This is an optimization exercise on Yosys and OpenROAD, whose aim is a short achievable clock period and few clock cycles, not a production implementation. In this exercise RTL edits were held to simulation tests only and were not proved equivalent to the original. Power figures rest on the tool's default switching activity, not on a simulated workload.

Design hravframework, start of the top module:
module hravframework
(
	input			axi_aclk,
	input			axi_reset,
	output	[255:0]		m_axis_tdata,
	output	[31:0]		m_axis_tstrb,
	output	[127:0]		m_axis_tuser,
	output			m_axis_tvalid,
	input			m_axis_tready,
	output			m_axis_tlast,
	input	[255:0]		s_axis_tdata,
	input	[31:0]		s_axis_tstrb,
	input			s_axis_tvalid,
	output			s_axis_tready,
	input			s_axis_tlast
);
==> module dispatcher, before the edit <==
module dispatcher
(
	input			clk,
	input			reset,
	input [255:0]		s_axis_tdata,
	input [31:0]		s_axis_tstrb,
	input			s_axis_tvalid,
	output reg		s_axis_tready,
	input			s_axis_tlast,
	input			clt_rdy,	 
	output			hdr_vld,
	output [31:0]		hdr_info,	 
	output			pay_vld,
	output			pay_end,	 
	output [255:0]		pay_data,
	output [31:0]		pay_thr		 
);
	function prefix;	 
		input [31:0] s;
		prefix = &(~s[31:1] | s[30:0]);
	endfunction
	reg r0_v;
	reg [255:0] r0_data;
	reg [31:0] r0_strb;
	reg r0_last;
	reg r0_hm;		 
	reg r0_pf;		 
	reg [31:0] r0_thr;	 
	reg in_pkt;		 
	reg cur_end;		 
	wire is_hdr = r0_v & ~in_pkt & r0_hm;
	wire is_pay = r0_v & in_pkt;
	wire r0_busy = is_pay & ~r0_pf;		 
	wire r0_done = r0_v & ~r0_busy;
	wire in_pkt_nxt = r0_done ? (in_pkt ? ~r0_last : r0_hm) : in_pkt;
	wire take = s_axis_tvalid & s_axis_tready;
	wire pf_in = prefix(s_axis_tstrb);
	wire pf_shift = prefix({1'b0, r0_strb[31:1]});
	wire busy_nxt = r0_busy ? ~pf_shift : (take & in_pkt_nxt & ~pf_in);
	assign hdr_vld = is_hdr & r0_data[56];
	assign hdr_info = r0_data[55:24];
	assign pay_vld = is_pay;
	assign pay_end = ~r0_busy & r0_last & cur_end;
	assign pay_data = r0_data;
	assign pay_thr = r0_thr;
	always @(posedge clk) begin
		if (reset) begin
			s_axis_tready <= 1'b0;
			r0_v <= 1'b0;
			in_pkt <= 1'b0;
			cur_end <= 1'b0;
		end
		else begin
			s_axis_tready <= clt_rdy & ~busy_nxt;
			if (~r0_busy)
				r0_v <= take;
			in_pkt <= in_pkt_nxt;
			if (is_hdr)
				cur_end <= r0_data[56];
		end
	end
	always @(posedge clk) begin
		if (r0_busy) begin
			r0_data <= {8'd0, r0_data[255:8]};
			r0_strb <= {1'b0, r0_strb[31:1]};
			r0_pf <= pf_shift;
			r0_thr <= pf_shift ? {1'b0, r0_strb[31:1]} : {31'd0, r0_strb[1]};
		end
		else begin
			r0_data <= s_axis_tdata;
			r0_strb <= s_axis_tstrb;
			r0_pf <= pf_in;
			r0_thr <= pf_in ? s_axis_tstrb : {31'd0, s_axis_tstrb[0]};
			r0_last <= s_axis_tlast;
			r0_hm <= (s_axis_tdata[23:0] == 24'hAECAFE);
		end
	end
endmodule
==> module simple_scanner, before the edit <==
module simple_scanner (
	input			clk,
	input			reset,
	input			iValid,
	input			iEnd,
	input [255:0]		iData,
	input [31:0]		iThr,
	output reg		oValid,
	output reg		oEnd,
	output reg [7:0]	oHit,		 
	output reg [127:0]	oSID		 
);
	reg [2:0] ck;
	reg [2:0] cl;
	reg [31:0] carry;	 
	always @(*) begin
		carry[31:24] = (cl == 3'd1) ? {1'b0, ck, 4'ha} : (cl == 3'd2) ? {1'b0, ck, 4'hb} :
			       (cl == 3'd3) ? {1'b0, ck, 4'hc} : (cl == 3'd4) ? {1'b0, ck, 4'hd} : 8'd0;
		carry[23:16] = (cl == 3'd2) ? {1'b0, ck, 4'ha} : (cl == 3'd3) ? {1'b0, ck, 4'hb} :
			       (cl == 3'd4) ? {1'b0, ck, 4'hc} : 8'd0;
		carry[15:8] = (cl == 3'd3) ? {1'b0, ck, 4'ha} : (cl == 3'd4) ? {1'b0, ck, 4'hb} : 8'd0;
		carry[7:0] = (cl == 3'd4) ? {1'b0, ck, 4'ha} : 8'd0;
	end
	wire [287:0] ext = {iData, carry};	 
	reg [35:0] lo_a, lo_b, lo_c, lo_d;
	reg [34:0] hi_eq;	 
	reg [31:0] l1, l2, l3, l4;	 
	reg [31:0] hit;
	reg [255:0] sid8;	 
	reg [7:0] ghit;
	reg [127:0] gsid;
	reg [2:0] nck, ncl;
	reg [32:0] neq;		 
	integer j, s, g;
	always @(*) begin
		for (j = 0; j < 36; j = j + 1) begin
			lo_a[j] = ext[8*j +: 4] == 4'ha;
			lo_b[j] = ext[8*j +: 4] == 4'hb;
			lo_c[j] = ext[8*j +: 4] == 4'hc;
			lo_d[j] = ext[8*j +: 4] == 4'hd;
		end
		for (j = 0; j < 35; j = j + 1)
			hi_eq[j] = ext[8*j+4 +: 4] == ext[8*(j+1)+4 +: 4];
		for (j = 0; j < 32; j = j + 1) begin
			l1[j] = ~ext[8*(j+4)+7] & lo_a[j+4];
			l2[j] = ~ext[8*(j+4)+7] & lo_b[j+4] & lo_a[j+3] & hi_eq[j+3];
			l3[j] = ~ext[8*(j+4)+7] & lo_c[j+4] & lo_b[j+3] & lo_a[j+2] & hi_eq[j+3] & hi_eq[j+2];
			l4[j] = ~ext[8*(j+4)+7] & lo_d[j+4] & lo_c[j+3] & lo_b[j+2] & lo_a[j+1] &
				hi_eq[j+3] & hi_eq[j+2] & hi_eq[j+1];
		end
		for (j = 0; j < 32; j = j + 1) begin
			hit[j] = iThr[j] & ((j == 0) ? (cl == 3'd4) : l4[j-1]);
			for (s = 0; s < 8; s = s + 1)
				sid8[8*j + s] = hit[j] & (ext[8*j+4 +: 3] == s);
		end
		for (g = 0; g < 8; g = g + 1) begin
			ghit[g] = |hit[4*g +: 4];
			gsid[16*g +: 16] = 16'd0;
			for (j = 4*g; j < 4*g + 4; j = j + 1)
				gsid[16*g +: 16] = gsid[16*g +: 16] |
					({16{hit[j]}} & {sid8[8*j +: 8], ext[8*(j+4) +: 8]});
		end
		neq[0] = ~iThr[0];
		for (j = 1; j < 32; j = j + 1)
			neq[j] = iThr[j-1] & ~iThr[j];
		neq[32] = iThr[31];
		nck = neq[0] ? ck : 3'd0;
		ncl = neq[0] ? cl : 3'd0;
		for (j = 0; j < 32; j = j + 1) begin
			nck = nck | ({3{neq[j+1]}} & ext[8*(j+4)+4 +: 3]);
			ncl = ncl | ({3{neq[j+1]}} & (l4[j] ? 3'd4 : l3[j] ? 3'd3 : l2[j] ? 3'd2 : l1[j] ? 3'd1 : 3'd0));
		end
	end
	always @(posedge clk) begin
		if (reset) begin
			ck <= 3'd0;
			cl <= 3'd0;
			oValid <= 1'b0;
		end
		else begin
			oValid <= iValid;
			if (iValid) begin
				ck <= iEnd ? 3'd0 : nck;
				cl <= iEnd ? 3'd0 : ncl;
			end
		end
		oEnd <= iEnd;
		oHit <= ghit;
		oSID <= gsid;
	end
endmodule
==> flow/config.mk <==
export PLATFORM = sky130hd
export DESIGN_NAME = hravframework
export DESIGN_NICKNAME = hravframework
export VERILOG_FILES = /design/flow/design.v
export SDC_FILE = /design/flow/constraint.sdc
export NUM_CORES = 4
export LEC_CHECK = 0
export ABC_CLOCK_PERIOD_IN_PS = 2400
export CAP_MARGIN = 20
export CORE_MARGIN = 2
export CORE_UTILIZATION = 35
export GPL_ROUTABILITY_DRIVEN = 1
export PLACE_DENSITY = 0.5
export SETUP_SLACK_MARGIN = 2.6
export SLEW_MARGIN = 20
==> flow/constraint.sdc <==
create_clock -name core_clock -period 5.0 [get_ports {axi_aclk}]
set_input_delay 1.0000 -clock core_clock [delete_from_list [all_inputs] [get_ports {axi_aclk}]]
set_output_delay 1.0000 -clock core_clock [all_outputs]
set_load 0.01 [all_outputs]
run.sh (not shown) runs the stock make flow with config.mk's settings and CLKGATE_MAP_FILE= SYNTH_SCRIPT=/design/flow/synth_recipe.tcl, a recipe that flattens the netlist after the stock synthesis.
The baseline finished clean.
Testbench counts at the start, summed over its fixed seeds: cycles 1,456.
Rerun with:
--- a/flow/design.v
+++ b/flow/design.v
@@ -68,5 +68,5 @@
 	wire is_hdr = r0_v & ~in_pkt & r0_hm;
 	wire is_pay = r0_v & in_pkt;
-	wire r0_busy = is_pay & ~r0_pf;		 
+	reg r0_busy;		 
 	wire r0_done = r0_v & ~r0_busy;
 	wire in_pkt_nxt = r0_done ? (in_pkt ? ~r0_last : r0_hm) : in_pkt;
@@ -84,4 +84,5 @@
 		if (reset) begin
 			s_axis_tready <= 1'b0;
+			r0_busy <= 1'b0;
 			r0_v <= 1'b0;
 			in_pkt <= 1'b0;
@@ -90,4 +91,5 @@
 		else begin
 			s_axis_tready <= clt_rdy & ~busy_nxt;
+			r0_busy <= busy_nxt;
 			if (~r0_busy)
 				r0_v <= take;
@@ -127,13 +129,13 @@
 );
 	reg [2:0] ck;
-	reg [2:0] cl;
+	reg [4:1] cl;
 	reg [31:0] carry;	 
 	always @(*) begin
-		carry[31:24] = (cl == 3'd1) ? {1'b0, ck, 4'ha} : (cl == 3'd2) ? {1'b0, ck, 4'hb} :
-			       (cl == 3'd3) ? {1'b0, ck, 4'hc} : (cl == 3'd4) ? {1'b0, ck, 4'hd} : 8'd0;
-		carry[23:16] = (cl == 3'd2) ? {1'b0, ck, 4'ha} : (cl == 3'd3) ? {1'b0, ck, 4'hb} :
-			       (cl == 3'd4) ? {1'b0, ck, 4'hc} : 8'd0;
-		carry[15:8] = (cl == 3'd3) ? {1'b0, ck, 4'ha} : (cl == 3'd4) ? {1'b0, ck, 4'hb} : 8'd0;
-		carry[7:0] = (cl == 3'd4) ? {1'b0, ck, 4'ha} : 8'd0;
+		carry[31:24] = ({8{cl[1]}} & {1'b0, ck, 4'ha}) | ({8{cl[2]}} & {1'b0, ck, 4'hb}) |
+			       ({8{cl[3]}} & {1'b0, ck, 4'hc}) | ({8{cl[4]}} & {1'b0, ck, 4'hd});
+		carry[23:16] = ({8{cl[2]}} & {1'b0, ck, 4'ha}) | ({8{cl[3]}} & {1'b0, ck, 4'hb}) |
+			       ({8{cl[4]}} & {1'b0, ck, 4'hc});
+		carry[15:8] = ({8{cl[3]}} & {1'b0, ck, 4'ha}) | ({8{cl[4]}} & {1'b0, ck, 4'hb});
+		carry[7:0] = {8{cl[4]}} & {1'b0, ck, 4'ha};
 	end
 	wire [287:0] ext = {iData, carry};	 
@@ -145,5 +147,6 @@
 	reg [7:0] ghit;
 	reg [127:0] gsid;
-	reg [2:0] nck, ncl;
+	reg [2:0] nck;
+	reg [4:1] ncl;
 	reg [32:0] neq;		 
 	integer j, s, g;
@@ -165,5 +168,5 @@
 		end
 		for (j = 0; j < 32; j = j + 1) begin
-			hit[j] = iThr[j] & ((j == 0) ? (cl == 3'd4) : l4[j-1]);
+			hit[j] = iThr[j] & ((j == 0) ? cl[4] : l4[j-1]);
 			for (s = 0; s < 8; s = s + 1)
 				sid8[8*j + s] = hit[j] & (ext[8*j+4 +: 3] == s);
@@ -180,9 +183,9 @@
 			neq[j] = iThr[j-1] & ~iThr[j];
 		neq[32] = iThr[31];
-		nck = neq[0] ? ck : 3'd0;
-		ncl = neq[0] ? cl : 3'd0;
+		nck = {3{neq[0]}} & ck;
+		ncl = {4{neq[0]}} & cl;
 		for (j = 0; j < 32; j = j + 1) begin
 			nck = nck | ({3{neq[j+1]}} & ext[8*(j+4)+4 +: 3]);
-			ncl = ncl | ({3{neq[j+1]}} & (l4[j] ? 3'd4 : l3[j] ? 3'd3 : l2[j] ? 3'd2 : l1[j] ? 3'd1 : 3'd0));
+			ncl = ncl | ({4{neq[j+1]}} & {l4[j], l3[j], l2[j], l1[j]});
 		end
 	end
@@ -190,5 +193,5 @@
 		if (reset) begin
 			ck <= 3'd0;
-			cl <= 3'd0;
+			cl <= 4'd0;
 			oValid <= 1'b0;
 		end
@@ -197,5 +200,5 @@
 			if (iValid) begin
 				ck <= iEnd ? 3'd0 : nck;
-				cl <= iEnd ? 3'd0 : ncl;
+				cl <= iEnd ? 4'd0 : ncl;
 			end
 		end
Cell area went down slightly. Total power decreases by a few percent. Core utilization fell by 0.27 points. Non-clock buffer count drops by 6. Combinational power goes down by a few percent. First-iteration DRC count fell by a little under a tenth. Count of clock-buffer cells in the layout decreases by 6. Hold slack is worse by 7.2 ps. Die area hardly moves. Worst setup slack gets better by 250 ps.
Testbench counts after the change, summed over its fixed seeds: cycles 1,456.

port drivers added, routing unchanged:
How much do the figures lean on ideal ports? The routed layouts below were timed once more, with nothing changed but the port constraints. Step 1 sets driving cells, clkbuf_16 on the clock port and buf_2 on the other inputs (assumed; they add their load-dependent delay and slew). Step 2, shift: input delay + t, output delay - t, t = (earliest + latest rising clock arrival at the registers) / 2. This alone moves slack from input paths to output paths. a / b / c = ideal ports / drivers / drivers and shift; a / b = the first two.
| run | t, ns | slack for setup (ns) | hold WS [ns] |
|---|---|---|---|
| the first run | 0.818 | 2.167 / 2.167 / 1.632 | 0.336 / 0.336 / 0.336 |
| the second run | 0.843 | 2.421 / 2.345 / 2.017 | 0.329 / 0.329 / 0.329 |
After both steps setup and hold are still met in every run listed. The setup slack of the first run, which loses most, moves by 0.000 ns with the drivers and by -0.535 ns with both steps.
